Source: an optimization exercise on an open RTL-to-GDS flow (aim: small area, a short achievable clock period and few clock cycles). Production flows keep margins and buffers that such runs may drop.
In this exercise RTL edits were held to simulation tests only and were not proved equivalent to the original.

### flow/flow/run.sh
#!/bin/bash
# The standard layout (the standard.sh), with two changes:
# - synthesis maps Yosys's carry-lookahead cells ($lcu) to ripple carry
#   (flow/ripple_lcu.v) instead of ORFS's Kogge-Stone map, which makes the
#   many small adders of this design about a fifth smaller;
# - timing repair aims for 30 ns of setup slack, so that the resizer speeds
#   up the long adder chains (the constraints themselves are unchanged).
set -euo pipefail
export SYNTH_OPERATIONS_ARGS="-extra-map $PWD/flow/ripple_lcu.v"
bash standard.sh SETUP_SLACK_MARGIN=30 finish > standard.log 2>&1
### flow/flow/ripple_lcu.v
(* techmap_celltype = "$lcu" *)
module _80_lcu_ripple (P, G, CI, CO);
	parameter WIDTH = 2;

	(* force_downto *)
	input [WIDTH-1:0] P, G;
	input CI;

	(* force_downto *)
	output [WIDTH-1:0] CO;

	integer i;
	(* force_downto *)
	reg [WIDTH-1:0] c;

	wire [1023:0] _TECHMAP_DO_ = "proc; opt -fast";

	always @* begin
		c[0] = G[0] | (P[0] & CI);
		for (i = 1; i < WIDTH; i = i + 1)
			c[i] = G[i] | (P[i] & c[i - 1]);
	end

	assign CO = c;
endmodule
### flow/standard.sh
#!/bin/bash
# synth_recipe.tcl (not shown) runs the flow's synth.tcl, then flattens the netlist and writes it again
# the make line also repeats each setting of config.mk as NAME=value (left out here)
make -C /OpenROAD-flow-scripts/flow DESIGN_CONFIG=/design/flow/config.mk WORK_HOME=/design/flow/orfs CLKGATE_MAP_FILE= SYNTH_SCRIPT=/design/flow/synth_recipe.tcl "${@:-finish}"
### flow/config.mk
export PLATFORM = sky130hd
export DESIGN_NAME = EC_TOP
export DESIGN_NICKNAME = EC_TOP
export VERILOG_FILES = /design/flow/design.v
export SDC_FILE = /design/flow/constraint.sdc
export NUM_CORES = 4
export LEC_CHECK = 0
export CAP_MARGIN = 20
export CORE_MARGIN = 2
export CORE_UTILIZATION = 30
export PLACE_DENSITY = 0.5
export SLEW_MARGIN = 20
### flow/constraint.sdc
create_clock -name core_clock -period 80.0 [get_ports {clk}]
set_input_delay 16.0000 -clock core_clock [delete_from_list [all_inputs] [get_ports {clk}]]
set_output_delay 16.0000 -clock core_clock [all_outputs]
set_load 0.01 [all_outputs]
### flow/design.v
module INV_IP (
    input  [5:0] IN_P,
    input  [3:0] IN_M,
    output reg [5:0] OUT_INV
);
always @(*) begin
    case ({IN_P[5:1], IN_M})
        {5'd1, 4'd0}: OUT_INV = 6'd1;
        {5'd2, 4'd0}: OUT_INV = 6'd1;
        {5'd3, 4'd0}: OUT_INV = 6'd1;
        {5'd3, 4'd1}: OUT_INV = 6'd5;
        {5'd5, 4'd0}: OUT_INV = 6'd1;
        {5'd5, 4'd1}: OUT_INV = 6'd4;
        {5'd5, 4'd2}: OUT_INV = 6'd9;
        {5'd6, 4'd0}: OUT_INV = 6'd1;
        {5'd6, 4'd1}: OUT_INV = 6'd9;
        {5'd6, 4'd2}: OUT_INV = 6'd8;
        {5'd8, 4'd0}: OUT_INV = 6'd1;
        {5'd8, 4'd1}: OUT_INV = 6'd6;
        {5'd8, 4'd2}: OUT_INV = 6'd7;
        {5'd8, 4'd3}: OUT_INV = 6'd5;
        {5'd9, 4'd0}: OUT_INV = 6'd1;
        {5'd9, 4'd1}: OUT_INV = 6'd13;
        {5'd9, 4'd2}: OUT_INV = 6'd4;
        {5'd9, 4'd3}: OUT_INV = 6'd11;
        {5'd9, 4'd4}: OUT_INV = 6'd17;
        {5'd11, 4'd0}: OUT_INV = 6'd1;
        {5'd11, 4'd1}: OUT_INV = 6'd8;
        {5'd11, 4'd2}: OUT_INV = 6'd14;
        {5'd11, 4'd3}: OUT_INV = 6'd10;
        {5'd11, 4'd4}: OUT_INV = 6'd18;
        {5'd11, 4'd5}: OUT_INV = 6'd21;
        {5'd14, 4'd0}: OUT_INV = 6'd1;
        {5'd14, 4'd1}: OUT_INV = 6'd10;
        {5'd14, 4'd2}: OUT_INV = 6'd6;
        {5'd14, 4'd3}: OUT_INV = 6'd25;
        {5'd14, 4'd4}: OUT_INV = 6'd13;
        {5'd14, 4'd5}: OUT_INV = 6'd8;
        {5'd14, 4'd6}: OUT_INV = 6'd9;
        {5'd15, 4'd0}: OUT_INV = 6'd1;
        {5'd15, 4'd1}: OUT_INV = 6'd21;
        {5'd15, 4'd2}: OUT_INV = 6'd25;
        {5'd15, 4'd3}: OUT_INV = 6'd9;
        {5'd15, 4'd4}: OUT_INV = 6'd7;
        {5'd15, 4'd5}: OUT_INV = 6'd17;
        {5'd15, 4'd6}: OUT_INV = 6'd12;
        {5'd15, 4'd7}: OUT_INV = 6'd29;
        {5'd18, 4'd0}: OUT_INV = 6'd1;
        {5'd18, 4'd1}: OUT_INV = 6'd25;
        {5'd18, 4'd2}: OUT_INV = 6'd15;
        {5'd18, 4'd3}: OUT_INV = 6'd16;
        {5'd18, 4'd4}: OUT_INV = 6'd33;
        {5'd18, 4'd5}: OUT_INV = 6'd27;
        {5'd18, 4'd6}: OUT_INV = 6'd20;
        {5'd18, 4'd7}: OUT_INV = 6'd5;
        {5'd18, 4'd8}: OUT_INV = 6'd24;
        {5'd20, 4'd0}: OUT_INV = 6'd1;
        {5'd20, 4'd1}: OUT_INV = 6'd14;
        {5'd20, 4'd2}: OUT_INV = 6'd33;
        {5'd20, 4'd3}: OUT_INV = 6'd6;
        {5'd20, 4'd4}: OUT_INV = 6'd32;
        {5'd20, 4'd5}: OUT_INV = 6'd15;
        {5'd20, 4'd6}: OUT_INV = 6'd19;
        {5'd20, 4'd7}: OUT_INV = 6'd11;
        {5'd20, 4'd8}: OUT_INV = 6'd29;
        {5'd20, 4'd9}: OUT_INV = 6'd13;
        {5'd21, 4'd0}: OUT_INV = 6'd1;
        {5'd21, 4'd1}: OUT_INV = 6'd29;
        {5'd21, 4'd2}: OUT_INV = 6'd26;
        {5'd21, 4'd3}: OUT_INV = 6'd37;
        {5'd21, 4'd4}: OUT_INV = 6'd24;
        {5'd21, 4'd5}: OUT_INV = 6'd4;
        {5'd21, 4'd6}: OUT_INV = 6'd10;
        {5'd21, 4'd7}: OUT_INV = 6'd23;
        {5'd21, 4'd8}: OUT_INV = 6'd38;
        {5'd21, 4'd9}: OUT_INV = 6'd34;
        {5'd21, 4'd10}: OUT_INV = 6'd41;
        {5'd23, 4'd0}: OUT_INV = 6'd1;
        {5'd23, 4'd1}: OUT_INV = 6'd16;
        {5'd23, 4'd2}: OUT_INV = 6'd19;
        {5'd23, 4'd3}: OUT_INV = 6'd27;
        {5'd23, 4'd4}: OUT_INV = 6'd21;
        {5'd23, 4'd5}: OUT_INV = 6'd30;
        {5'd23, 4'd6}: OUT_INV = 6'd29;
        {5'd23, 4'd7}: OUT_INV = 6'd22;
        {5'd23, 4'd8}: OUT_INV = 6'd36;
        {5'd23, 4'd9}: OUT_INV = 6'd5;
        {5'd23, 4'd10}: OUT_INV = 6'd9;
        {5'd23, 4'd11}: OUT_INV = 6'd45;
        {5'd26, 4'd0}: OUT_INV = 6'd1;
        {5'd26, 4'd1}: OUT_INV = 6'd18;
        {5'd26, 4'd2}: OUT_INV = 6'd32;
        {5'd26, 4'd3}: OUT_INV = 6'd38;
        {5'd26, 4'd4}: OUT_INV = 6'd6;
        {5'd26, 4'd5}: OUT_INV = 6'd29;
        {5'd26, 4'd6}: OUT_INV = 6'd49;
        {5'd26, 4'd7}: OUT_INV = 6'd46;
        {5'd26, 4'd8}: OUT_INV = 6'd25;
        {5'd26, 4'd9}: OUT_INV = 6'd14;
        {5'd26, 4'd10}: OUT_INV = 6'd48;
        {5'd26, 4'd11}: OUT_INV = 6'd30;
        {5'd26, 4'd12}: OUT_INV = 6'd17;
        {5'd29, 4'd0}: OUT_INV = 6'd1;
        {5'd29, 4'd1}: OUT_INV = 6'd20;
        {5'd29, 4'd2}: OUT_INV = 6'd12;
        {5'd29, 4'd3}: OUT_INV = 6'd17;
        {5'd29, 4'd4}: OUT_INV = 6'd46;
        {5'd29, 4'd5}: OUT_INV = 6'd43;
        {5'd29, 4'd6}: OUT_INV = 6'd50;
        {5'd29, 4'd7}: OUT_INV = 6'd4;
        {5'd29, 4'd8}: OUT_INV = 6'd7;
        {5'd29, 4'd9}: OUT_INV = 6'd28;
        {5'd29, 4'd10}: OUT_INV = 6'd45;
        {5'd29, 4'd11}: OUT_INV = 6'd18;
        {5'd29, 4'd12}: OUT_INV = 6'd26;
        {5'd29, 4'd13}: OUT_INV = 6'd35;
        {5'd29, 4'd14}: OUT_INV = 6'd57;
        {5'd30, 4'd0}: OUT_INV = 6'd1;
        {5'd30, 4'd1}: OUT_INV = 6'd41;
        {5'd30, 4'd2}: OUT_INV = 6'd49;
        {5'd30, 4'd3}: OUT_INV = 6'd35;
        {5'd30, 4'd4}: OUT_INV = 6'd34;
        {5'd30, 4'd5}: OUT_INV = 6'd50;
        {5'd30, 4'd6}: OUT_INV = 6'd47;
        {5'd30, 4'd7}: OUT_INV = 6'd57;
        {5'd30, 4'd8}: OUT_INV = 6'd18;
        {5'd30, 4'd9}: OUT_INV = 6'd45;
        {5'd30, 4'd10}: OUT_INV = 6'd32;
        {5'd30, 4'd11}: OUT_INV = 6'd8;
        {5'd30, 4'd12}: OUT_INV = 6'd22;
        {5'd30, 4'd13}: OUT_INV = 6'd52;
        {5'd30, 4'd14}: OUT_INV = 6'd40;
        default: OUT_INV = 6'd0;
    endcase
end
endmodule
module EC_TOP(
    clk, rst_n, in_valid,
    in_Px, in_Py, in_Qx, in_Qy, in_prime, in_a,
    out_valid, out_Rx, out_Ry
);
input clk, rst_n, in_valid;
input [5:0] in_Px, in_Py, in_Qx, in_Qy, in_prime, in_a;
output reg out_valid;
output [5:0] out_Rx, out_Ry;
wire [5:0] p = in_prime;
wire dbl = (in_Px == in_Qx) && (in_Py == in_Qy);
wire [12:0] sq;
wire [5:0]  sqr, numD, numA, num;
ec_sqadd u_sq(.a(in_Px), .c(13'd0), .y(sq));
ec_red6  u_r0(.n(sq), .p(p), .r(sqr));
wire [7:0]  n2, n3;
ec_add #(8) u_n2(.a({1'b0, sqr, 1'b0}), .b({2'b0, sqr}), .cin(1'b0), .s(n2), .co());
ec_add #(8) u_n3(.a(n2), .b({2'b0, in_a}), .cin(1'b0), .s(n3), .co());    
ec_red2  u_r1(.n(n3), .p(p), .r(numD));
ec_subm  u_na(.a(in_Qy), .b(in_Py), .p(p), .r(numA));
assign num = dbl ? numD : numA;
wire [6:0] py2;
wire       py2ge;
wire [5:0] denD, denA, den;
ec_sub7 u_py2(.a({in_Py, 1'b0}), .b(p), .ge(py2ge), .d(py2));
assign denD = py2ge ? py2[5:0] : {in_Py[4:0], 1'b0};
ec_subm u_da(.a(in_Qx), .b(in_Px), .p(p), .r(denA));
assign den = dbl ? denD : denA;
wire [6:0] hc, pd;
wire       hge;
ec_sub7 u_hc(.a({2'b0, p[5:1]}), .b(den), .ge(hge), .d(hc));
wire       neg = ~hge;                       
ec_sub7 u_pd(.a({1'b0, p}), .b(den), .ge(), .d(pd));
wire [4:0] dh = neg ? pd[4:0] : den[4:0];    
reg  [2:0] k;
reg  [3:0] m;
always @(*) begin
    casez (dh)
        5'b????1: begin k = 3'd0; m = dh[4:1];         end
        5'b???10: begin k = 3'd1; m = {1'b0, dh[4:2]}; end
        5'b??100: begin k = 3'd2; m = {2'b0, dh[4:3]}; end
        5'b?1000: begin k = 3'd3; m = {3'b0, dh[4]};   end
        default:  begin k = 3'd4; m = 4'd0;            end
    endcase
end
wire [5:0] im0, im1, im2, im3, im;
INV_IP u_inv(.IN_P(p), .IN_M(m), .OUT_INV(im0));
ec_halfm u_h1(.v(im0), .p(p), .en(k > 3'd0), .r(im1));
ec_halfm u_h2(.v(im1), .p(p), .en(k > 3'd1), .r(im2));
ec_halfm u_h3(.v(im2), .p(p), .en(k > 3'd2), .r(im3));
ec_halfm u_h4(.v(im3), .p(p), .en(k > 3'd3), .r(im));
wire [12:0] prod;
wire [5:0]  s;
ec_muladd u_mu(.a(num), .b(im), .c(13'd0), .y(prod));
ec_red6   u_r2(.n(prod), .p(p), .r(s));
wire [6:0] pq, c2;
wire [6:0] pmy;
ec_add #(7) u_pq(.a({1'b0, in_Px}), .b({1'b0, in_Qx}), .cin(1'b0), .s(pq), .co());
ec_add #(7) u_c2(.a({p, 1'b0}), .b(~pq), .cin(1'b1), .s(c2), .co());     
ec_sub7     u_pm(.a({1'b0, p}), .b(in_Py), .ge(), .d(pmy));              
reg [5:0] s_r, px_r, d_r, p_r;
reg [6:0] c_r;
reg       n_r;
always @(posedge clk) begin
    n_r  <= neg;
    s_r  <= s;
    px_r <= in_Px;
    c_r  <= c2;
    d_r  <= pmy[5:0];
    p_r  <= in_prime;
end
always @(posedge clk or negedge rst_n)
    if (!rst_n) out_valid <= 1'b0;
    else        out_valid <= in_valid;
wire [12:0] xs, ys;
wire [5:0]  t;
ec_sqadd  u_xs(.a(s_r), .c({6'd0, c_r}), .y(xs));           
ec_red6   u_rx(.n(xs), .p(p_r), .r(out_Rx));
ec_subn   u_t (.a(px_r), .b(out_Rx), .p(p_r), .neg(n_r), .r(t));  
ec_muladd u_ys(.a(s_r), .b(t), .c({7'd0, d_r}), .y(ys));     
ec_red6   u_ry(.n(ys), .p(p_r), .r(out_Ry));
endmodule
module ec_add #(parameter W = 8) (
    input  [W-1:0] a, b,
    input          cin,
    output [W-1:0] s,
    output         co
);
assign {co, s} = a + b + cin;
endmodule
module ec_sub7 (
    input  [6:0] a,
    input  [5:0] b,
    output       ge,
    output [6:0] d
);
ec_add #(7) u(.a(a), .b({1'b1, ~b}), .cin(1'b1), .s(d), .co(ge));
endmodule
module ec_red6 (
    input  [12:0] n,
    input  [5:0]  p,
    output [5:0]  r
);
wire [12:0] v [0:6];
assign v[6] = n;
genvar k;
generate
    for (k = 5; k >= 0; k = k - 1) begin : g_st
        wire [6:0] d;
        wire       ge;
        ec_sub7 u(.a(v[k+1][k +: 7]), .b(p), .ge(ge), .d(d));     
        if (k > 0) begin : g_lo
            assign v[k] = {v[k+1][12:k+7] & {(6-k){1'b0}}, ge ? d : v[k+1][k +: 7], v[k+1][k-1:0]};
        end else begin : g_lo0
            assign v[k] = {6'd0, ge ? d : v[k+1][6:0]};
        end
    end
endgenerate
assign r = v[0][5:0];
endmodule
module ec_red2 (
    input  [7:0] n,
    input  [5:0] p,
    output [5:0] r
);
wire [6:0] d1, d0;
wire       g1, g0;
ec_sub7 u1(.a(n[7:1]), .b(p), .ge(g1), .d(d1));
wire [6:0] v1 = {g1 ? d1[5:0] : n[6:1], n[0]};
ec_sub7 u0(.a(v1), .b(p), .ge(g0), .d(d0));
assign r = g0 ? d0[5:0] : v1[5:0];
endmodule
module ec_subm (
    input  [5:0] a, b, p,
    output [5:0] r
);
wire [6:0] d;
wire       ge;
wire [5:0] dp;
ec_sub7 u0(.a({1'b0, a}), .b(b), .ge(ge), .d(d));
ec_add #(6) u1(.a(d[5:0]), .b(p), .cin(1'b0), .s(dp), .co());
assign r = ge ? d[5:0] : dp;
endmodule
module ec_subn (
    input  [5:0] a, b, p,
    input        neg,
    output [5:0] r
);
wire [6:0] d;
wire [5:0] dp;
ec_add #(7) u0(.a({1'b0, a} ^ {7{neg}}), .b(~{1'b0, b} ^ {7{neg}}), .cin(1'b1), .s(d), .co());
ec_add #(6) u1(.a(d[5:0]), .b(p), .cin(1'b0), .s(dp), .co());
assign r = d[6] ? dp : d[5:0];
endmodule
module ec_halfm (
    input  [5:0] v, p,
    input        en,
    output [5:0] r
);
wire [6:0] t;
ec_add #(6) u(.a(v), .b(p & {6{v[0]}}), .cin(1'b0), .s(t[5:0]), .co(t[6]));
assign r = en ? t[6:1] : v;
endmodule
module ec_muladd (
    input  [5:0]  a, b,
    input  [12:0] c,
    output [12:0] y
);
wire [12:0] acc [0:6];
assign acc[0] = c;
genvar i;
generate
    for (i = 0; i < 6; i = i + 1) begin : g_row
        wire [12:0] pp = {7'd0, a & {6{b[i]}}} << i;
        ec_add #(13) u(.a(acc[i]), .b(pp), .cin(1'b0), .s(acc[i+1]), .co());
    end
endgenerate
assign y = acc[6];
endmodule
module ec_sqadd (
    input  [5:0]  a,
    input  [12:0] c,
    output [12:0] y
);
wire [12:0] acc [0:5];
ec_add #(13) u0(.a(c), .b({2'b0, a[5], 1'b0, a[4], 1'b0, a[3], 1'b0, a[2], 1'b0, a[1], 1'b0, a[0]}),
                .cin(1'b0), .s(acc[0]), .co());
genvar i;
generate
    for (i = 0; i < 5; i = i + 1) begin : g_row
        wire [12:0] pp = {7'd0, (a >> (i + 1)) & {6{a[i]}}} << (2 * i + 2);
        ec_add #(13) u(.a(acc[i]), .b(pp), .cin(1'b0), .s(acc[i+1]), .co());
    end
endgenerate
assign y = acc[5];
endmodule
==> flow_metrics.tcl, run 1 <==
set metrics [dict create \
    drtIter0Drc 768 \
    synth-adder-area-share 0.464 \
    clockRootBuffer "clkbuf_16" \
    synth.distinct_cells 96 \
    grt_first_pass_wirelength_mm 74.2 \
    syn_inst 1630 \
    fp.dieH_um 228 \
    min_to "px_r[2]" \
    clock_path_buffers 2 \
    synth_top_family_by_area "adder cells" \
    hp-start "in_Px[2]" \
    synthXorXnorAreaFrac 0.0186 \
    ys_seq_elements 33 \
    hold_path_depth 1 \
    tightest_slew_ns 1.02 \
    fmax_ghz 0.0196 \
    drv_slew 0 \
    syn2layout_area_growth_pct 22.2 \
    yosys.area_share.simple 0.118 \
    synth_compound_area_frac 0.149 \
    utilization 0.369 \
    final_cell_mix "inv_1, fa_2, buf_4" \
    die_area_um2 51900 \
    outcome "no timing/DRC/antenna violations" \
    track_usage 0.180 \
    ios 52 \
    crit_required_ns 80.22 \
    via_per_inst 5.15 \
    ys_seq_area_frac 0.0443 \
    cts_buffers 5 \
    die_w_um 228 \
    wl_per_cell_um 19.0 \
    grt-ovfl-total 0 \
    grt_antenna_before_repair 1 \
    crit_top_cell "fa_2" \
    cts_tree "yes" \
    drv_cap 0 \
    postSynthAreaPerCell_um2 9.22 \
    worst-path-max-fanout 6 \
    finalCriticalPeriod_ns 50.98 \
    synthFlopType "dfxtp_1" \
    end_kind "flip-flop" \
    slew_headroom 0.301 \
    finalHoldViolCount 0 \
    layout-drive-gt1-share 0.335 \
    hpwlAfterDp_mm 35.3 \
    layout.nets 2187 \
    syn-cell-area_um2 15000 \
    hold_path.class "in -> reg" \
    dp.cells 2303 \
    synth_warnings 5 \
    finalNonFillerCells 2432 \
    path_class "in -> reg" \
    clk_pin_slew_worst_paths_ns 0.06 \
    rows 82 \
    start_util 0.302 \
    antenna_cells 0 \
    setup_viol 0 \
    postRouteWirelength_mm 46.2 \
    rsz0062_at_grt "yes" \
    core_um2 49800 \
    num_vias 12532 \
    clkSinkCount 33 \
    period_share 0.637 \
    drcViolationCount 0 \
    firstDrtPassIters 7 \
    grt_pass1_vias 13348 \
    gp_congestion 0.922 \
    arrival_ns 51.20 \
    muxShareOfSynthArea 0.123 \
    worst_setup_path_start_kind "input port" \
    synth_edf_count 0 \
    critPathSlowestCell "fa_2" \
    htree_num_levels 2 \
    critPathMaxStageDelay_ns 0.57 \
    grt_max_degree 42 \
    port_buffers 51 \
    finalSetupTns_ns 0 \
    async_reset_ff_frac 0.0303 \
    layout_commonest_cell "inv_1" \
    syn-num-nets 2058 \
    drtAntennaViolNets 0 \
]
cell type report:
class	count	area (um2)
Clock buffer	5	125
Sequential cell	33	676
Fill cell	5042	31400
Multi-Input combinational cell	1284	14100
Tap cell	672	841
Inverter	239	921
Timing Repair Buffer	196	1600
Clock inverter	3	68.8
sequential cells by signal, indices dropped and copies added (netlist names):
register / count
p_r: 6
out_valid: 1
px_r: 6
c_r: 7
d_r: 6
s_r: 6
n_r: 1
worst max path at each step:
| stage | depth (start not counted) | to | start | slack (ns) |
|---|---|---|---|---|
| 2_1_floorplan | 159 | s_r[0] | in_Px[3] | 28.74 |
| 3_3_place_gp | 152 | s_r[0] | in_Px[4] | 26.32 |
| 5_1_grt | 156 | s_r[0] | in_Px[3] | 27.85 |
| 6_report | 152 | s_r[0] | in_Px[4] | 29.02 |
| 3_5_place_dp | 154 | s_r[0] | in_Px[4] | 25.74 |
| 4_1_cts | 152 | s_r[0] | in_Px[4] | 28.79 |
worst max-delay path: cells and delay by family:
| kind | cells | cell delay, ns |
|---|---|---|
| fa+ha+maj | 85 | 28.44 |
| simple gates | 14 | 1.86 |
| buf+inv | 29 | 1.70 |
| compound gates | 18 | 1.59 |
| mux | 5 | 1.50 |
| xor+xnor | 1 | 0.10 |
cells in the mapped netlist, types with 15 or more instances:
cell type	n	area, um2
o211ai_1	15	113
xnor2_1	21	184
clkbuf_1	47	176
fa_1	280	5610
ha_1	109	1360
a31oi_1	23	144
dfxtp_1	32	641
nor3_1	15	75.1
o21ai_0	65	325
a21oi_1	91	455
nand3_1	39	195
mux2_2	74	833
nor2_1	91	342
mux2i_1	76	761
and2_1	41	257
buf_2	17	85.1
inv_1	232	871
nand2_1	105	394
kinds of logic after synthesis:
| family | after synthesis |
|---|---|
| DFF | 33 |
| xor gates and xnor gates | 32 |
| buffers and inverters | 313 |
| and+or+nand+nor | 366 |
| muxes | 166 |
| AOI/OAI and AO/OA | 331 |
| adders and majority gates | 389 |
metrics by stage:
| step | area [um2] | hold slack (ns) | setup slack (ns) |
|---|---|---|---|
| floorplan | 15700 | 15.70 | 28.74 |
| global route | 18400 | 15.81 | 27.85 |
| CTS | 18100 | 15.82 | 28.79 |
| finish | 18400 | 15.83 | 29.02 |
| global placement | 16800 | 16.15 | 26.32 |
| detailed placement | 16800 | 16.15 | 25.74 |
per-layer routing:
layer / share of wire / GRT usage / up-vias
met5: 0.00028 / 0 / -
met4: 0.028 / 0.0537 / 2
met3: 0.043 / 0.0198 / 88
li1: - / - / 5785
met2: 0.49 / 0.311 / 343
met1: 0.44 / 0.236 / 6314
timing repair:
item,4_1_cts,5_1_grt
buffers inserted,95,26
pin swaps,88,49
setup endpoints to repair,12,12
hold buffers,0,0
resized for setup,219,22
Testbench counts, summed over its fixed seeds: cycles 1,600.
==> run 2: changes to the inputs <==
--- a/flow/flow/run.sh
+++ b/flow/flow/run.sh
@@ -5,3 +5,3 @@
 #   many small adders of this design about a fifth smaller;
-# - timing repair aims for 30 ns of setup slack, so that the resizer speeds
+# - timing repair aims for 45 ns of setup slack, so that the resizer speeds
 #   up the long adder chains (the constraints themselves are unchanged).
@@ -9,2 +9,2 @@
 export SYNTH_OPERATIONS_ARGS="-extra-map $PWD/flow/ripple_lcu.v"
-bash standard.sh SETUP_SLACK_MARGIN=30 finish > standard.log 2>&1
+bash standard.sh SETUP_SLACK_MARGIN=45 finish > standard.log 2>&1
==> flow_metrics.tcl, run 2 <==
set metrics [dict create \
    port_buffers 51 \
    ys_seq_elements 33 \
    fmax_ghz 0.0196 \
    ys_seq_area_frac 0.0443 \
    worst_setup_path_start_kind "input port" \
    htree_num_levels 2 \
    track_usage 0.180 \
    wl_per_cell_um 19.1 \
    finalSetupTns_ns 0 \
    synth_top_cell_by_area "fa_1" \
    hold_slack_ns 15.83 \
    syn2layout_area_growth_pct 20.5 \
    synth.most_common_cell "fa_1" \
    synthFlopType "dfxtp_1" \
    period_share 0.638 \
    grt_max_degree 44 \
    path_class "in -> reg" \
    outcome "no timing/DRC/antenna violations" \
    crit_required_ns 80.22 \
    clkSinkCount 33 \
    num_vias 12463 \
    synth-adder-area-share 0.464 \
    largest-register "c_r" \
    critPathSlowestCell "fa_1" \
    tightest_slew_ns 1.02 \
    final_cell_mix "inv_1, fa_2, fa_1" \
    drtIter0Drc 793 \
    grt_antenna_before_repair 0 \
    postRouteWirelength_mm 46.0 \
    drcViolationCount 0 \
    syn-cell-area_um2 15000 \
    fp.dieH_um 228 \
    synth_top_family_by_area "adder cells" \
    largest_register_ffs 7 \
    drtAntennaViolNets 0 \
    clockRootBuffer "clkbuf_16" \
    ios 52 \
    grt_pass1_vias 13246 \
    drv_slew 0 \
    cts_tree "yes" \
    synthTopCellsByCount "fa_1, inv_1, ha_1" \
    crit_top_cell "fa_2" \
    drv_cap 0 \
    end_kind "flip-flop" \
    slew_headroom 0.299 \
    postSynthAreaPerCell_um2 9.22 \
    synth_warnings 5 \
    hold_path.class "in -> async" \
    cts_buffers 5 \
    synth.distinct_cells 96 \
    worst-path-max-fanout 6 \
    finalNonFillerCells 2407 \
    dp.cells 2303 \
    syn_inst 1630 \
    rows 82 \
    layout_commonest_cell "inv_1" \
    critPathMaxStageDelay_ns 0.55 \
    async_reset_ff_frac 0.0303 \
    netlist_top_cells_area "fa_1, ha_1, inv_1" \
    layout.nets 2162 \
    die_area_um2 51900 \
    die_w_um 228 \
    syn-num-nets 2058 \
    core_um2 49800 \
    start_util 0.302 \
    rsz0062_at_grt "yes" \
    grt_first_pass_wirelength_mm 74.6 \
    layout-drive-gt1-share 0.324 \
    synth_edf_count 0 \
    final_area_um2 18100 \
    muxShareOfSynthArea 0.123 \
    synth_compound_area_frac 0.149 \
    yosysTopAreaCellShare 0.373 \
    synthXorXnorAreaFrac 0.0186 \
    setup_viol 0 \
    arrival_ns 51.27 \
    finalCriticalPeriod_ns 51.05 \
    firstDrtPassIters 5 \
    clock_path_buffers 2 \
    grt-ovfl-total 0 \
    clk_pin_slew_worst_paths_ns 0.06 \
    hpwlAfterDp_mm 35.5 \
    antenna_cells 0 \
    placed_cell_area_um2 16900 \
    via_per_inst 5.18 \
    gp_congestion 0.938 \
    yosys.area_share.simple 0.118 \
    finalHoldViolCount 0 \
]
==> run 2: worst max-delay path: cells and delay by family <==
family          cells  cell delay (ns)
fa+ha+maj          85            28.36
compound gates     18             1.54
xor+xnor            1             0.10
buf+inv            31             1.81
simple gates       14             1.93
mux                 5             1.49
==> run 2: cell families after synthesis <==
logic type / after synthesis
DFF: 33
adders and majority gates: 389
buffers and inverters: 313
xor gates and xnor gates: 32
and+or+nand+nor: 366
AOI/OAI and AO/OA: 331
muxes: 166
==> run 2: metrics by stage <==
step,util,setup slack (ns)
floorplan,-,28.74
global placement,0.340,26.33
detailed placement,0.340,25.67
CTS,0.358,28.82
global route,0.364,27.73
finish,0.364,28.95
==> run 2: layout make-up <==
cell class | count | area, um2
Clock buffer | 5 | 125
Tap cell | 672 | 841
Multi-Input combinational cell | 1284 | 14100
Clock inverter | 3 | 46.3
Sequential cell | 33 | 677
Inverter | 239 | 921
Timing Repair Buffer | 171 | 1420
Fill cell | 5068 | 31600
==> run 2: per-layer routing <==
metal  wire [um]  GRT usage  share of wire  up-vias
met5           0          0              0        -
met4         902     0.0474          0.020        0
met3        1860     0.0184          0.040       56
met2       23000      0.312           0.50      313
met1       20300      0.240           0.44     6367
li1            -          -              -     5727
==> run 2: path summary, 6_finish.rpt <==
path                       cells after the start         to     start
setup / recovery                             154     s_r[0]  in_Px[4]
hold / removal                                 1  out_valid     rst_n
max in group asynchronous                      1  out_valid     rst_n
min in group core_clock                        1    px_r[3]  in_Px[3]
==> run 2: timing repair <==
item,CTS,global route
pin swaps,77,57
buffers inserted,68,28
resized for setup,129,44
cloned,0,0
hold buffers,0,0
endpoints found under the setup margin,12,12
==> run 3: changes to the inputs <==
--- a/flow/config.mk
+++ b/flow/config.mk
@@ -9,4 +9,4 @@
 export CORE_MARGIN = 2
-export CORE_UTILIZATION = 30
-export PLACE_DENSITY = 0.5
+export CORE_UTILIZATION = 55
+export PLACE_DENSITY = 0.65
 export SLEW_MARGIN = 20
==> flow_metrics.tcl, run 3 <==
set metrics [dict create \
    clkSinkCount 33 \
    cts_buffers 5 \
    critPathMaxStageDelay_ns 0.56 \
    finalNonFillerCells 2097 \
    postSynthAreaPerCell_um2 9.22 \
    clock_path_buffers 2 \
    period_share 0.638 \
    cts_tree "yes" \
    critPathSlowestCell "fa_1" \
    syn-num-nets 2058 \
    path_buf_inv 29 \
    drcViolationCount 0 \
    synth.most_common_cell "fa_1" \
    die_w_um 169 \
    clockRootBuffer "clkbuf_16" \
    layout_commonest_cell "inv_1" \
    rows 60 \
    dp.cells 1969 \
    wl_met1_mm 17.2 \
    hpwlAfterDp_mm 32.7 \
    synthFlopType "dfxtp_1" \
    worst-path-max-fanout 6 \
    synth.distinct_cells 96 \
    synth_edf_count 0 \
    wl_per_cell_um 20.7 \
    via_per_inst 6.07 \
    firstDrtPassIters 8 \
    cp_num_cells 150 \
    grt_antenna_before_repair 1 \
    syn-cell-area_um2 15000 \
    drtIter0Drc 986 \
    wl_met2_mm 22.7 \
    htree_num_levels 2 \
    hold_path_depth 1 \
    num_vias 12724 \
    worst_setup_path_start_kind "input port" \
    core_um2 26900 \
    hold_path.class "in -> reg" \
    holdBufCountCts 0 \
    routed.top_layer "met4" \
    slew_headroom 0.300 \
    hp-start "in_Px[3]" \
    setup_viol 0 \
    min_to "px_r[3]" \
    finalCriticalPeriod_ns 51.05 \
    ios 52 \
    fmax_ghz 0.0196 \
    start_util 0.559 \
    finalHoldViolCount 0 \
    tightest_slew_ns 1.05 \
    syn2layout_area_growth_pct 18.9 \
    crit_family "adder cells" \
    port_buffers 51 \
    rsz0062_at_grt "yes" \
    track_usage 0.313 \
    outcome "no timing/DRC/antenna violations" \
    crit_required_ns 80.16 \
    ys_seq_area_frac 0.0443 \
    largest_register_ffs 7 \
    clk_pin_slew_worst_paths_ns 0.06 \
    met3_length_mm 2.26 \
    synth_top_cell_by_area "fa_1" \
    grt-ovfl-total 0 \
    synthTopCellsByCount "fa_1, inv_1, ha_1" \
    finalSetupTns_ns 0 \
    drtAntennaViolNets 0 \
    drv_cap 0 \
    layout.nets 2182 \
    layout-drive-gt1-share 0.333 \
    die_area_um2 28700 \
    utilization 0.665 \
    ys_seq_elements 33 \
    largest-register "c_r" \
    crit_top_cell "fa_2" \
    end_kind "flip-flop" \
    async_reset_ff_frac 0.0303 \
    drv_slew 0 \
    postRouteWirelength_mm 43.5 \
    arrival_ns 51.21 \
    path_class "in -> reg" \
    gp_congestion 0.982 \
    grt_max_degree 46 \
    grt_first_pass_wirelength_mm 71.0 \
    syn_inst 1630 \
    critPathLaunch "in_Px[4]" \
    synth_warnings 5 \
    grt_pass1_vias 13571 \
    final_cell_mix "inv_1, fa_2, buf_4" \
    yosysTopAreaCellShare 0.373 \
    fp.dieH_um 169 \
    netlist_top_cells_area "fa_1, ha_1, inv_1" \
]
[run 3: cell counts after synthesis]
No cell type changed its count.
[run 3: routing by layer]
| layer | up-vias | global-route usage |
|---|---|---|
| met5 | - | 0 |
| met4 | 0 | 0.110 |
| met3 | 114 | 0.0271 |
| met2 | 472 | 0.578 |
| met1 | 6364 | 0.383 |
| li1 | 5774 | - |
[run 3: repair_timing]
item,4_1_cts,5_1_grt
endpoints found under the setup margin,12,12
gates cloned,0,0
pin swaps,73,20
gates resized for setup,132,37
buffers inserted,95,24
[run 3: how the worst max path moves through the flow]
stage | slack, ns | endpoint
after floorplan | 28.74 | s_r[0]
after global placement | 26.33 | s_r[0]
after detailed placement | 25.67 | s_r[0]
after CTS | 28.83 | s_r[3]
after global routing | 27.82 | s_r[0]
final | 28.95 | s_r[3]
[run 3: cell families (layout without fill, tap and decap cells)]
| kind of cell | count (synthesis) | in the layout | synth area share |
|---|---|---|---|
| xor+xnor | 32 | 32 | 0.0186 |
| fa+ha+maj | 389 | 389 | 0.464 |
| simple gates | 366 | 366 | 0.118 |
| mux | 166 | 166 | 0.123 |
| buf+inv | 313 | 438 | 0.0835 |
| other cells | 0 | 1 | 0 |
| compound gates | 331 | 331 | 0.149 |
| flops | 33 | 33 | 0.0443 |
[run 3: stage by stage]
stage	hold WS (ns)	instance area, um2	setup slack (ns)
finish	15.85	17900	28.95
floorplan	15.70	15800	28.74
detailed placement	16.15	16500	25.67
CTS	15.85	17600	28.83
global placement	16.15	16500	26.33
global route	15.85	17900	27.82
[run 3: cell type report]
class | instances | area (um2)
fillers | 2220 | 9000
well taps | 341 | 427
diodes | 1 | 2.50
clock buffers | 6 | 129
clock inverters | 2 | 35.0
flip-flops and latches | 33 | 679
inverters | 239 | 921
multi-input cells | 1284 | 14100
repair buffers | 191 | 1580
==> run 4: changes to the inputs <==
==> flow/flow/run.sh (replaced) <==
#!/bin/bash
# The standard layout (the standard.sh), with one change to synthesis:
# Yosys's carry-lookahead cells ($lcu) are mapped to ripple carry
# (flow/ripple_lcu.v) instead of ORFS's Kogge-Stone map, which makes the
# many small adders of this design about a fifth smaller.
set -euo pipefail
export SYNTH_OPERATIONS_ARGS="-extra-map $PWD/flow/ripple_lcu.v"
bash standard.sh finish > standard.log 2>&1
--- a/flow/config.mk
+++ b/flow/config.mk
@@ -9,4 +9,4 @@
 export CORE_MARGIN = 2
-export CORE_UTILIZATION = 55
-export PLACE_DENSITY = 0.65
+export CORE_UTILIZATION = 30
+export PLACE_DENSITY = 0.5
 export SLEW_MARGIN = 20
==> flow_metrics.tcl, run 4 <==
set metrics [dict create \
    outcome "no timing/DRC/antenna violations" \
    largest_register_ffs 7 \
    syn-num-nets 2058 \
    netlist_top_cells_area "fa_1, ha_1, inv_1" \
    syn2layout_area_growth_pct 9.18 \
    tightest_slew_ns 1.04 \
    finalCriticalPeriod_ns 57.68 \
    ys_seq_area_frac 0.0443 \
    drv_cap 0 \
    synth_edf_count 0 \
    antenna_cells 0 \
    worst_setup_path_start_kind "input port" \
    hpwlAfterDp_mm 34.8 \
    yosysTopAreaCellShare 0.373 \
    rsz0062_at_grt "no" \
    postSynthAreaPerCell_um2 9.22 \
    met3_length_mm 2.20 \
    utilization 0.330 \
    clkSinkCount 33 \
    cts_tree "yes" \
    async_reset_ff_frac 0.0303 \
    wl_per_cell_um 18.9 \
    grt_first_pass_wirelength_mm 70.8 \
    finalHoldViolCount 0 \
    wl_met1_mm 19.4 \
    synthTopCellsByCount "fa_1, inv_1, ha_1" \
    crit_top_cell "fa_1" \
    layout.nets 2066 \
    die_w_um 228 \
    slew_headroom 0.300 \
    final_cell_mix "fa_1, inv_1, ha_1" \
    track_usage 0.170 \
    drtAntennaViolNets 0 \
    rows 82 \
    fillers 5180 \
    postLayoutSetupSlackWorst_ns 22.32 \
    drtIter0Drc 873 \
    critPathMaxStageDelay_ns 0.68 \
    htree_num_levels 2 \
    arrival_ns 57.90 \
    layout-drive-gt1-share 0.0946 \
    die_area_um2 51900 \
    core_um2 49800 \
    hold_slack_ns 15.84 \
    gp_congestion 0.898 \
    end_kind "flip-flop" \
    path_class "in -> reg" \
    port_buffers 51 \
    period_share 0.721 \
    synth.distinct_cells 96 \
    postRouteWirelength_mm 43.7 \
    largest-register "c_r" \
    layout_commonest_cell "fa_1" \
    holdBufCountCts 0 \
    grt_pass1_vias 12649 \
    drv_slew 0 \
    ys_seq_elements 33 \
    grt_max_degree 42 \
    synth_warnings 5 \
    clock_path_buffers 2 \
    via_per_inst 5.23 \
    num_vias 12077 \
    critPathSlowestCell "clkdlybuf4s50_1" \
    worst-path-max-fanout 11 \
    hold_path.class "in -> async" \
    routed.top_layer "met5" \
    wl_met2_mm 21.1 \
    drcViolationCount 0 \
    crit_required_ns 80.22 \
    synth.most_common_cell "fa_1" \
    fp.dieH_um 228 \
    ios 52 \
    dp_slack_ns 22.04 \
    fmax_ghz 0.0173 \
    syn-cell-area_um2 15000 \
    setup_viol 0 \
    start_util 0.302 \
    grt_antenna_before_repair 2 \
    cts_buffers 5 \
    synth_top_cell_by_area "fa_1" \
    cts_resized 0 \
    finalSetupTns_ns 0 \
    syn_inst 1630 \
    firstDrtPassIters 6 \
    post_cts_buffers 0 \
    grt-ovfl-total 0 \
    synthFlopType "dfxtp_1" \
    clockRootBuffer "clkbuf_16" \
    clk_pin_slew_worst_paths_ns 0.06 \
]
[run 4: cell counts after synthesis]
No cell type changed its count.
[run 4: cell type report]
cell class | instances | area, um2 | area share
inverters | 239 | 900 | 0.0548
multi-input cells | 1284 | 13100 | 0.801
well taps | 672 | 841 | 0.0512
clock inverters | 3 | 68.8 | 0.00419
clock buffers | 5 | 125 | 0.00762
repair buffers | 75 | 671 | 0.0409
flip-flops and latches | 33 | 666 | 0.0406
[run 4: logic make-up after synthesis]
| family | Yosys count | share of synthesized area |
|---|---|---|
| AOI/OAI and AO/OA | 331 | 0.149 |
| xor gates and xnor gates | 32 | 0.0186 |
| adders and majority gates | 389 | 0.464 |
| buffers and inverters | 313 | 0.0835 |
| DFF | 33 | 0.0443 |
| muxes | 166 | 0.123 |
| and+or+nand+nor | 366 | 0.118 |
[run 4: layer usage]
metal / global-route usage / up-vias
li1: - / 5551
met1: 0.231 / 6133
met2: 0.288 / 331
met3: 0.0194 / 58
met4: 0.0421 / 4
met5: 0 / -
[run 4: path summary, 6_finish.rpt]
| check | startpoint | to | slack (ns) |
|---|---|---|---|
| min in group core_clock | in_prime[1] | p_r[1] | 16.07 |
| max | in_Px[1] | s_r[0] | 22.32 |
| max in group asynchronous | rst_n | out_valid | 64.07 |
| min | rst_n | out_valid | 15.84 |
[run 4: worst max-delay path, delay by kind of cell]
family          cells  cell delay (ns)
mux                 5             1.66
simple gates       14             3.39
buf+inv            29             2.64
xor+xnor            1             0.14
compound gates     19             3.64
fa+ha+maj          85            30.39
[run 4: through the flow]
step | instances | area, um2
final | 2311 | 16400
after global routing | 2311 | 16400
after CTS | 2310 | 16400
after detailed placement | 2302 | 16200
after global placement | 2302 | 16200
after floorplan | 1630 | 15000
==> run 5: changes to the inputs <==
==> flow/run.sh (new file) <==
#!/bin/bash
# synth_recipe.tcl (not shown) runs the flow's synth.tcl, then flattens the netlist and writes it again
# the make line also repeats each setting of config.mk as NAME=value (left out here)
make -C /OpenROAD-flow-scripts/flow DESIGN_CONFIG=/design/flow/config.mk WORK_HOME=/design/flow/orfs CLKGATE_MAP_FILE= SYNTH_SCRIPT=/design/flow/synth_recipe.tcl finish
removed: flow/flow/run.sh
removed: flow/flow/ripple_lcu.v
removed: flow/standard.sh
==> flow_metrics.tcl, run 5 <==
set metrics [dict create \
    firstDrtPassIters 8 \
    synthFlopType "dfxtp_1" \
    postRouteWirelength_mm 50.5 \
    slew_headroom 0.432 \
    syn_inst 2262 \
    largest_register_ffs 7 \
    drcViolationCount 0 \
    via_per_inst 5.26 \
    grt_pass1_vias 16054 \
    fmax_ghz 0.0198 \
    finalSetupTns_ns 0 \
    wl_per_cell_um 16.5 \
    syn2layout_area_growth_pct 8.64 \
    finalHoldViolCount 0 \
    synth.most_common_cell "ha_1" \
    dp.cells 3041 \
    synthTopCellsByCount "ha_1, inv_1, a21oi_1" \
    largest-register "c_r" \
    finalNonFillerCells 3050 \
    yosysTopAreaCellShare 0.236 \
    cts_resized 0 \
    synth_top_cell_by_area "ha_1" \
    syn-cell-area_um2 17600 \
    rsz0062_at_grt "no" \
    end_kind "flip-flop" \
    track_usage 0.167 \
    critPathMaxStageDelay_ns 0.63 \
    worst-path-max-fanout 10 \
    synth_warnings 5 \
    drtIter0Drc 908 \
    ys_seq_elements 33 \
    finalCriticalPeriod_ns 50.41 \
    clockRootBuffer "clkbuf_16" \
    die_area_um2 60800 \
    worst_setup_path_start_kind "input port" \
    hold_path.class "in -> async" \
    cts_tree "yes" \
    port_buffers 51 \
    utilization 0.331 \
    syn-num-nets 2725 \
    drtAntennaViolNets 0 \
    async_reset_ff_frac 0.0303 \
    tightest_slew_ns 0.850 \
    clock_path_buffers 2 \
    die_w_um 247 \
    crit_top_cell "a21o_1" \
    htree_num_levels 2 \
    grt_max_degree 41 \
    num_vias 16033 \
    outcome "no timing/DRC/antenna violations" \
    cts_buffers 5 \
    clk_pin_slew_worst_paths_ns 0.06 \
    final_area_um2 19200 \
    period_share 0.630 \
    arrival_ns 50.58 \
    core_um2 57900 \
    placed_cell_area_um2 19000 \
    start_util 0.305 \
    netlist_top_cells_area "ha_1, fa_1, xnor2_1" \
    rows 88 \
    postSynthAreaPerCell_um2 7.80 \
    clkSinkCount 33 \
    synth_edf_count 0 \
    grt-ovfl-total 0 \
    layout-drive-gt1-share 0.0591 \
    post_cts_buffers 0 \
    drv_slew 0 \
    ys_seq_area_frac 0.0377 \
    path_class "in -> reg" \
    holdBufCountCts 0 \
    critPathSlowestCell "fa_1" \
    crit_required_ns 80.18 \
    grt_first_pass_wirelength_mm 83.0 \
    ios 52 \
    setup_viol 0 \
    final_cell_mix "ha_1, inv_1, a21oi_1" \
    layout_commonest_cell "ha_1" \
    drv_cap 0 \
    fp.dieH_um 247 \
    hpwlAfterDp_mm 40.0 \
    synth.distinct_cells 98 \
    layout.nets 2746 \
    gp_congestion 0.862 \
    grt_antenna_before_repair 1 \
]
run 5: layout make-up:
| class | instances | area, um2 |
|---|---|---|
| Inverter | 244 | 917 |
| Antenna cell | 1 | 2.50 |
| Fill cell | 6178 | 38700 |
| Sequential cell | 33 | 666 |
| Tap cell | 765 | 957 |
| Clock buffer | 7 | 143 |
| Clock inverter | 1 | 30.0 |
| Timing Repair Buffer | 75 | 681 |
| Multi-Input combinational cell | 1924 | 15800 |
run 5: through the flow:
stage | setup WS (ns) | hold WS (ns)
final | 29.59 | 15.85
after global routing | 26.62 | 15.83
after CTS | 29.57 | 15.83
after detailed placement | 29.38 | 16.15
after global placement | 30.30 | 16.15
after floorplan | 33.13 | 15.70
run 5: path summary, 6_finish.rpt:
path                       cells past startpoint  slack (ns)   endpoint     start
setup / recovery                             145       29.59     s_r[4]  in_Px[1]
hold / removal                                 1       15.85  out_valid     rst_n
max in group asynchronous                      1       64.06  out_valid     rst_n
min in group core_clock                        1       16.15  out_valid  in_valid
run 5: logic make-up (layout without fill, tap and decap cells):
family,count (synthesis),count (layout),synth area share
xor+xnor,194,194,0.0963
flops,33,33,0.0377
buf+inv,305,327,0.0688
fa+ha+maj,424,424,0.339
simple gates,550,550,0.150
mux,107,107,0.0658
other cells,0,1,0
compound gates,649,649,0.242
run 5: critical path, delay by kind of cell:
family          cells  cell delay (ns)
simple gates       20             4.47
compound gates     79            16.42
fa+ha+maj          24             8.64
xor+xnor            3             0.62
buf+inv            12             1.67
mux                 7             2.73
run 5: metal layers:
metal | global-route usage | vias to the layer above | share of wire
li1 | - | 8042 | -
met1 | 0.225 | 7556 | 0.48
met2 | 0.288 | 371 | 0.46
met3 | 0.0156 | 62 | 0.040
met4 | 0.0358 | 2 | 0.016
met5 | 0 | - | 0.00026

==> static timing again, ports no longer ideal <==
The results above use ideal ports. As a check the final layouts listed here were re-extracted and re-timed, cells and wires unchanged.
Step 1, drivers: a clkbuf_16 drives clk and a buf_2 each remaining input, both assumed.
Step 2 adds t to the input delays and takes it off the output delays; t is the mean of the earliest and latest rising clock arrival at the registers after step 1. Input paths then give back, and output paths get back, about the clock's delay inside the block.
Three values: no drivers, after step 1, after step 2; two values: the first two.
run	t, ns	setup WS [ns]	worst slew at a driven data input, ns
run 1	0.345	29.018 / 29.007 / 28.663	0.10
run 2	0.346	28.952 / 28.952 / 28.606	0.11
run 3	0.305	28.949 / 28.940 / 28.635	0.12
run 4	0.341	22.324 / 22.349 / 22.009	0.09
run 5	0.338	29.594 / 29.626 / 29.288	0.09
After both steps setup and hold are still met in every run listed. The setup slack of run 1, which loses most, moves by -0.011 ns with the drivers and by -0.355 ns with both steps.
